What follows belongs to an exercise in optimizing a design on an open flow for small area and a short achievable clock period; a production flow would make more cautious choices. At most, simulation tests tie the RTL to the original design; equivalence was not proved.

==> job 7360 <==
## MAC_25
module MAC_25(
    input         sys_clk,
    input         sys_en,
    input         rst_n,
    input  [7:0]  data_in_a,
    input         sign_data_in_a,
    input  [7:0]  data_in_b,
    output [15:0] mul_output,
    output [24:0] mac_output
);
==> module mac_pp, before the edit <==
module mac_pp(input [7:0] data_in_a, input sign_data_in_a, input [7:0] data_in_b, output [64:0] pp);
    wire [7:0] a = data_in_a;
    wire       t = sign_data_in_a;
    wire       bz = |data_in_b[6:0];
    wire [7:0] bp = {data_in_b[7] & bz, data_in_b[6:0]} ^ {8{t}};
    wire       sel1 = data_in_b[0];
    wire       sel2 = t & ~data_in_b[0];
    wire pp0_0 = (sel1 & a[0]);
    wire pp0_1 = (sel1 & a[1]) | (sel2 & a[0]);
    wire pp0_2 = (sel1 & a[2]) | (sel2 & a[1]);
    wire pp0_3 = (sel1 & a[3]) | (sel2 & a[2]);
    wire pp0_4 = (sel1 & a[4]) | (sel2 & a[3]);
    wire pp0_5 = (sel1 & a[5]) | (sel2 & a[4]);
    wire pp0_6 = (sel1 & a[6]) | (sel2 & a[5]);
    wire pp0_7 = (sel1 & a[7]) | (sel2 & a[6]);
    wire pp0_8 = (sel2 & a[7]);
    wire pp1_0 = a[0] & bp[1];
    wire pp1_1 = a[1] & bp[1];
    wire pp1_2 = a[2] & bp[1];
    wire pp1_3 = a[3] & bp[1];
    wire pp1_4 = a[4] & bp[1];
    wire pp1_5 = a[5] & bp[1];
    wire pp1_6 = a[6] & bp[1];
    wire pp1_7 = a[7] & bp[1];
    wire pp2_0 = a[0] & bp[2];
    wire pp2_1 = a[1] & bp[2];
    wire pp2_2 = a[2] & bp[2];
    wire pp2_3 = a[3] & bp[2];
    wire pp2_4 = a[4] & bp[2];
    wire pp2_5 = a[5] & bp[2];
    wire pp2_6 = a[6] & bp[2];
    wire pp2_7 = a[7] & bp[2];
    wire pp3_0 = a[0] & bp[3];
    wire pp3_1 = a[1] & bp[3];
    wire pp3_2 = a[2] & bp[3];
    wire pp3_3 = a[3] & bp[3];
    wire pp3_4 = a[4] & bp[3];
    wire pp3_5 = a[5] & bp[3];
    wire pp3_6 = a[6] & bp[3];
    wire pp3_7 = a[7] & bp[3];
    wire pp4_0 = a[0] & bp[4];
    wire pp4_1 = a[1] & bp[4];
    wire pp4_2 = a[2] & bp[4];
    wire pp4_3 = a[3] & bp[4];
    wire pp4_4 = a[4] & bp[4];
    wire pp4_5 = a[5] & bp[4];
    wire pp4_6 = a[6] & bp[4];
    wire pp4_7 = a[7] & bp[4];
    wire pp5_0 = a[0] & bp[5];
    wire pp5_1 = a[1] & bp[5];
    wire pp5_2 = a[2] & bp[5];
    wire pp5_3 = a[3] & bp[5];
    wire pp5_4 = a[4] & bp[5];
    wire pp5_5 = a[5] & bp[5];
    wire pp5_6 = a[6] & bp[5];
    wire pp5_7 = a[7] & bp[5];
    wire pp6_0 = a[0] & bp[6];
    wire pp6_1 = a[1] & bp[6];
    wire pp6_2 = a[2] & bp[6];
    wire pp6_3 = a[3] & bp[6];
    wire pp6_4 = a[4] & bp[6];
    wire pp6_5 = a[5] & bp[6];
    wire pp6_6 = a[6] & bp[6];
    wire pp6_7 = a[7] & bp[6];
    wire nbp7 = ~bp[7];
    wire pp7_0 = ~a[0] | nbp7;
    wire pp7_1 = ~a[1] | nbp7;
    wire pp7_2 = ~a[2] | nbp7;
    wire pp7_3 = ~a[3] | nbp7;
    wire pp7_4 = ~a[4] | nbp7;
    wire pp7_5 = ~a[5] | nbp7;
    wire pp7_6 = ~a[6] | nbp7;
    wire pp7_7 = ~a[7] | nbp7;
    assign pp = {pp7_7, pp7_6, pp6_7, pp7_5, pp6_6, pp5_7, pp7_4, pp6_5, pp5_6, pp4_7, pp7_3, pp6_4, pp5_5, pp4_6, pp3_7, pp7_2, pp6_3, pp5_4, pp4_5, pp3_6, pp2_7, pp7_1, pp6_2, pp5_3, pp4_4, pp3_5, pp2_6, pp1_7, pp0_8, pp7_0, pp6_1, pp5_2, pp4_3, pp3_4, pp2_5, pp1_6, pp0_7, pp6_0, pp5_1, pp4_2, pp3_3, pp2_4, pp1_5, pp0_6, pp5_0, pp4_1, pp3_2, pp2_3, pp1_4, pp0_5, pp4_0, pp3_1, pp2_2, pp1_3, pp0_4, pp3_0, pp2_1, pp1_2, pp0_3, pp2_0, pp1_1, pp0_2, pp1_0, pp0_1, pp0_0};
endmodule
clock: 12.0 ns
lec_check: 0
cap_margin: 20
core_margin: 2
core_utilization: 40
setup_slack_margin: 2.5
slew_margin: 20
standard.sh (not shown) runs the stock make flow with config.mk's settings and CLKGATE_MAP_FILE= SYNTH_SCRIPT=/design/flow/synth_recipe.tcl, a recipe that flattens the netlist after the stock synthesis.
==> flow/flow/run.sh <==
#!/bin/bash
set -euo pipefail
sed 's/yosys synth -nofsm -noshare/yosys synth -nofsm -noshare -noabc/' synth_recipe.tcl > my_synth.tcl
bash standard.sh "SYNTH_SCRIPT=$PWD/my_synth.tcl" "BUFFER_PORTS_ARGS=-buffer_cell sky130_fd_sc_hd__buf_1" finish > standard.log 2>&1
==> inputs of job 5083, as changes to job 7360 <==
--- a/flow/design.v
+++ b/flow/design.v
@@ -85,23 +85,22 @@
     wire pp6_1 = a[1] & bp[6];
     wire pp6_2 = a[2] & bp[6];
     wire pp6_3 = a[3] & bp[6];
     wire pp6_4 = a[4] & bp[6];
     wire pp6_5 = a[5] & bp[6];
     wire pp6_6 = a[6] & bp[6];
     wire pp6_7 = a[7] & bp[6];
-    wire nbp7 = ~bp[7];
-    wire pp7_0 = ~a[0] | nbp7;
-    wire pp7_1 = ~a[1] | nbp7;
-    wire pp7_2 = ~a[2] | nbp7;
-    wire pp7_3 = ~a[3] | nbp7;
-    wire pp7_4 = ~a[4] | nbp7;
-    wire pp7_5 = ~a[5] | nbp7;
-    wire pp7_6 = ~a[6] | nbp7;
-    wire pp7_7 = ~a[7] | nbp7;
+    wire pp7_0 = ~(a[0] & bp[7]);
+    wire pp7_1 = ~(a[1] & bp[7]);
+    wire pp7_2 = ~(a[2] & bp[7]);
+    wire pp7_3 = ~(a[3] & bp[7]);
+    wire pp7_4 = ~(a[4] & bp[7]);
+    wire pp7_5 = ~(a[5] & bp[7]);
+    wire pp7_6 = ~(a[6] & bp[7]);
+    wire pp7_7 = ~(a[7] & bp[7]);
     assign pp = {pp7_7, pp7_6, pp6_7, pp7_5, pp6_6, pp5_7, pp7_4, pp6_5, pp5_6, pp4_7, pp7_3, pp6_4, pp5_5, pp4_6, pp3_7, pp7_2, pp6_3, pp5_4, pp4_5, pp3_6, pp2_7, pp7_1, pp6_2, pp5_3, pp4_4, pp3_5, pp2_6, pp1_7, pp0_8, pp7_0, pp6_1, pp5_2, pp4_3, pp3_4, pp2_5, pp1_6, pp0_7, pp6_0, pp5_1, pp4_2, pp3_3, pp2_4, pp1_5, pp0_6, pp5_0, pp4_1, pp3_2, pp2_3, pp1_4, pp0_5, pp4_0, pp3_1, pp2_2, pp1_3, pp0_4, pp3_0, pp2_1, pp1_2, pp0_3, pp2_0, pp1_1, pp0_2, pp1_0, pp0_1, pp0_0};
 endmodule
 module mac_tree(input [64:0] pp, output [15:0] ra, output [15:0] rb);
     wire pp0_0 = pp[0];
     wire pp0_1 = pp[1];
     wire pp1_0 = pp[2];
     wire pp0_2 = pp[3];
- SETUP_SLACK_MARGIN: 2.5 -> 2.0
==> inputs of job 4301, as changes to job 7360 <==
--- a/flow/design.v
+++ b/flow/design.v
@@ -85,23 +85,22 @@
     wire pp6_1 = a[1] & bp[6];
     wire pp6_2 = a[2] & bp[6];
     wire pp6_3 = a[3] & bp[6];
     wire pp6_4 = a[4] & bp[6];
     wire pp6_5 = a[5] & bp[6];
     wire pp6_6 = a[6] & bp[6];
     wire pp6_7 = a[7] & bp[6];
-    wire nbp7 = ~bp[7];
-    wire pp7_0 = ~a[0] | nbp7;
-    wire pp7_1 = ~a[1] | nbp7;
-    wire pp7_2 = ~a[2] | nbp7;
-    wire pp7_3 = ~a[3] | nbp7;
-    wire pp7_4 = ~a[4] | nbp7;
-    wire pp7_5 = ~a[5] | nbp7;
-    wire pp7_6 = ~a[6] | nbp7;
-    wire pp7_7 = ~a[7] | nbp7;
+    wire pp7_0 = ~(a[0] & bp[7]);
+    wire pp7_1 = ~(a[1] & bp[7]);
+    wire pp7_2 = ~(a[2] & bp[7]);
+    wire pp7_3 = ~(a[3] & bp[7]);
+    wire pp7_4 = ~(a[4] & bp[7]);
+    wire pp7_5 = ~(a[5] & bp[7]);
+    wire pp7_6 = ~(a[6] & bp[7]);
+    wire pp7_7 = ~(a[7] & bp[7]);
     assign pp = {pp7_7, pp7_6, pp6_7, pp7_5, pp6_6, pp5_7, pp7_4, pp6_5, pp5_6, pp4_7, pp7_3, pp6_4, pp5_5, pp4_6, pp3_7, pp7_2, pp6_3, pp5_4, pp4_5, pp3_6, pp2_7, pp7_1, pp6_2, pp5_3, pp4_4, pp3_5, pp2_6, pp1_7, pp0_8, pp7_0, pp6_1, pp5_2, pp4_3, pp3_4, pp2_5, pp1_6, pp0_7, pp6_0, pp5_1, pp4_2, pp3_3, pp2_4, pp1_5, pp0_6, pp5_0, pp4_1, pp3_2, pp2_3, pp1_4, pp0_5, pp4_0, pp3_1, pp2_2, pp1_3, pp0_4, pp3_0, pp2_1, pp1_2, pp0_3, pp2_0, pp1_1, pp0_2, pp1_0, pp0_1, pp0_0};
 endmodule
 module mac_tree(input [64:0] pp, output [15:0] ra, output [15:0] rb);
     wire pp0_0 = pp[0];
     wire pp0_1 = pp[1];
     wire pp1_0 = pp[2];
     wire pp0_2 = pp[3];
@@ -200,62 +199,62 @@
     wire c32 = (1'b1 & pp0_7) | (1'b1 & pp1_6) | (pp0_7 & pp1_6);
     wire s33 = pp2_5 ^ pp3_4 ^ pp4_3;
     wire c34 = (pp2_5 & pp3_4) | (pp2_5 & pp4_3) | (pp3_4 & pp4_3);
     wire s35 = pp5_2 ^ pp6_1 ^ c22;
     wire c36 = (pp5_2 & pp6_1) | (pp5_2 & c22) | (pp6_1 & c22);
     wire s37 = c24 ^ s31 ^ s33;
     wire c38 = (c24 & s31) | (c24 & s33) | (s31 & s33);
-    wire s39 = pp7_0 ^ c26 ^ s35;
-    wire c40 = (pp7_0 & c26) | (pp7_0 & s35) | (c26 & s35);
+    wire s39 = c26 ^ pp7_0 ^ s35;
+    wire c40 = (c26 & pp7_0) | (c26 & s35) | (pp7_0 & s35);
     wire s41 = s37 ^ c28 ^ s39;
     wire c42 = (s37 & c28) | (s37 & s39) | (c28 & s39);
     wire s43 = pp0_8 ^ pp1_7 ^ pp2_6;
     wire c44 = (pp0_8 & pp1_7) | (pp0_8 & pp2_6) | (pp1_7 & pp2_6);
     wire s45 = pp3_5 ^ pp4_4 ^ pp5_3;
     wire c46 = (pp3_5 & pp4_4) | (pp3_5 & pp5_3) | (pp4_4 & pp5_3);
     wire s47 = pp6_2 ^ c32 ^ c34;
     wire c48 = (pp6_2 & c32) | (pp6_2 & c34) | (c32 & c34);
-    wire s49 = s43 ^ s45 ^ pp7_1;
-    wire c50 = (s43 & s45) | (s43 & pp7_1) | (s45 & pp7_1);
-    wire s51 = c36 ^ c38 ^ s47;
-    wire c52 = (c36 & c38) | (c36 & s47) | (c38 & s47);
-    wire s53 = s49 ^ c40 ^ s51;
-    wire c54 = (s49 & c40) | (s49 & s51) | (c40 & s51);
+    wire s49 = s43 ^ s45 ^ c36;
+    wire c50 = (s43 & s45) | (s43 & c36) | (s45 & c36);
+    wire s51 = c38 ^ pp7_1 ^ s47;
+    wire c52 = (c38 & pp7_1) | (c38 & s47) | (pp7_1 & s47);
+    wire s53 = c40 ^ s49 ^ s51;
+    wire c54 = (c40 & s49) | (c40 & s51) | (s49 & s51);
     wire s55 = pp2_7 ^ pp3_6 ^ pp4_5;
     wire c56 = (pp2_7 & pp3_6) | (pp2_7 & pp4_5) | (pp3_6 & pp4_5);
     wire s57 = pp5_4 ^ pp6_3 ^ c44;
     wire c58 = (pp5_4 & pp6_3) | (pp5_4 & c44) | (pp6_3 & c44);
-    wire s59 = c46 ^ s55 ^ pp7_2;
-    wire c60 = (c46 & s55) | (c46 & pp7_2) | (s55 & pp7_2);
-    wire s61 = c48 ^ s57 ^ c50;
-    wire c62 = (c48 & s57) | (c48 & c50) | (s57 & c50);
-    wire s63 = s59 ^ c52 ^ s61;
-    wire c64 = (s59 & c52) | (s59 & s61) | (c52 & s61);
+    wire s59 = c46 ^ s55 ^ c48;
+    wire c60 = (c46 & s55) | (c46 & c48) | (s55 & c48);
+    wire s61 = pp7_2 ^ s57 ^ c50;
+    wire c62 = (pp7_2 & s57) | (pp7_2 & c50) | (s57 & c50);
+    wire s63 = c52 ^ s59 ^ s61;
+    wire c64 = (c52 & s59) | (c52 & s61) | (s59 & s61);
     wire s65 = pp3_7 ^ pp4_6 ^ pp5_5;
     wire c66 = (pp3_7 & pp4_6) | (pp3_7 & pp5_5) | (pp4_6 & pp5_5);
     wire s67 = pp6_4 ^ c56 ^ s65;
     wire c68 = (pp6_4 & c56) | (pp6_4 & s65) | (c56 & s65);
-    wire s69 = pp7_3 ^ c58 ^ s67;
-    wire c70 = (pp7_3 & c58) | (pp7_3 & s67) | (c58 & s67);
+    wire s69 = c58 ^ pp7_3 ^ s67;
+    wire c70 = (c58 & pp7_3) | (c58 & s67) | (pp7_3 & s67);
     wire s71 = c60 ^ s69 ^ c62;
     wire c72 = (c60 & s69) | (c60 & c62) | (s69 & c62);
     wire s73 = pp4_7 ^ pp5_6 ^ pp6_5;
     wire c74 = (pp4_7 & pp5_6) | (pp4_7 & pp6_5) | (pp5_6 & pp6_5);
-    wire s75 = c66 ^ s73 ^ pp7_4;
-    wire c76 = (c66 & s73) | (c66 & pp7_4) | (s73 & pp7_4);
-    wire s77 = c68 ^ s75 ^ c70;
-    wire c78 = (c68 & s75) | (c68 & c70) | (s75 & c70);
+    wire s75 = c66 ^ s73 ^ c68;
+    wire c76 = (c66 & s73) | (c66 & c68) | (s73 & c68);
+    wire s77 = pp7_4 ^ c70 ^ s75;
+    wire c78 = (pp7_4 & c70) | (pp7_4 & s75) | (c70 & s75);
     wire s79 = pp5_7 ^ pp6_6 ^ c74;
     wire c80 = (pp5_7 & pp6_6) | (pp5_7 & c74) | (pp6_6 & c74);
     wire s81 = pp7_5 ^ s79 ^ c76;
     wire c82 = (pp7_5 & s79) | (pp7_5 & c76) | (s79 & c76);
-    wire s83 = pp6_7 ^ pp7_6 ^ c80;
-    wire c84 = (pp6_7 & pp7_6) | (pp6_7 & c80) | (pp7_6 & c80);
-    assign ra = {1'b1, pp7_7, s83, s81, s77, c64, c54, c42, c30, s29, s19, s11, s5, s1, pp0_1, pp0_0};
-    assign rb = {1'b0, c84, c82, c78, c72, s71, s63, s53, s41, c20, 1'b0, 1'b0, 1'b0, 1'b0, pp1_0, 1'b0};
+    wire s83 = pp6_7 ^ c80 ^ pp7_6;
+    wire c84 = (pp6_7 & c80) | (pp6_7 & pp7_6) | (c80 & pp7_6);
+    assign ra = {1'b1, pp7_7, s83, c78, s77, c64, c54, c42, c30, c20, s19, s11, s5, s1, pp0_1, pp0_0};
+    assign rb = {1'b0, c84, c82, s81, c72, s71, s63, s53, s41, s29, 1'b0, 1'b0, 1'b0, 1'b0, pp1_0, 1'b0};
 endmodule
 module mac_cpa(input [15:0] ra, input [15:0] rb, output [15:0] prod);
     wire [15:0] g85 = ra & rb;
     wire [15:0] p86 = ra ^ rb;
     wire G87 = g85[1] | (p86[1] & g85[0]);
     wire P88 = p86[1] & p86[0];
     wire G89 = g85[3] | (p86[3] & g85[2]);
- SETUP_SLACK_MARGIN: 2.5 -> 3.5
==> qor summary <==
metric                                                                           job 7360    job 5083    job 4301
Status                                                           timing/DRC/antenna clean  timing/DRC/antenna clean  timing/DRC/antenna clean
Wire length of the first global-routing pass                                     12.63 mm    11.99 mm    11.94 mm
Routed wl met2                                                                   3.589 mm    3.462 mm    3.731 mm
Well tap count                                                                        105         108         105
Share of cell area taken by multi-input logic gates                                72.40%      70.79%      67.60%
Multi-input gate area in the final layout                                        2786 um2    2735 um2    2973 um2
Share of post-route cells with drive strength above 1                              6.053%      3.258%      24.75%
Critical path buffers and inverters                                                     3           2           4
Basic-gate share of the synthesized area counting and, or, nand and nor cells      21.05%      20.14%      18.44%
Detailed-router iteration count before antenna repair                                   4           6           4
Total Nets Final                                                                      477         496         505
Number of clock-tree buffers in the layout                                              4           3           3
Met1 Wirelength                                                                  3.405 mm    3.260 mm    3.154 mm
Routed wire per std cell                                                         14.99 um    13.76 um    14.09 um
RSZ-0062 raised after global routing                                                false       false        true
No functional check of the RTL was part of job 7360 and job 5083.

-- afterwards: timing with drivers on the ports --
Ports are ideal in the flow. The routed layouts listed here were re-timed in OpenROAD.
Step 1: set_driving_cell puts a clkbuf_16 on sys_clk and a buf_2 on each other input, an assumption about the parent block.
Step 2 moves the port delays by t, midway between the first and last clock arrival at a register: inputs arrive t later, outputs are due t later. That takes back most of the time a late clock gives input paths.
Slacks: ideal / step 1 / step 2; pairs: ideal / step 1.
run	t (ns)	setup WS [ns]	pins driven straight from the clock port
job 7360	0.296	2.825 / 2.800 / 2.718	1
job 5083	0.293	2.629 / 2.606 / 2.453	1
job 4301	0.301	3.239 / 3.179 / 3.024	1
After both steps every run listed still meets setup and hold. The setup slack of job 4301, which loses most, moves by -0.060 ns with the drivers and by -0.215 ns with both steps.
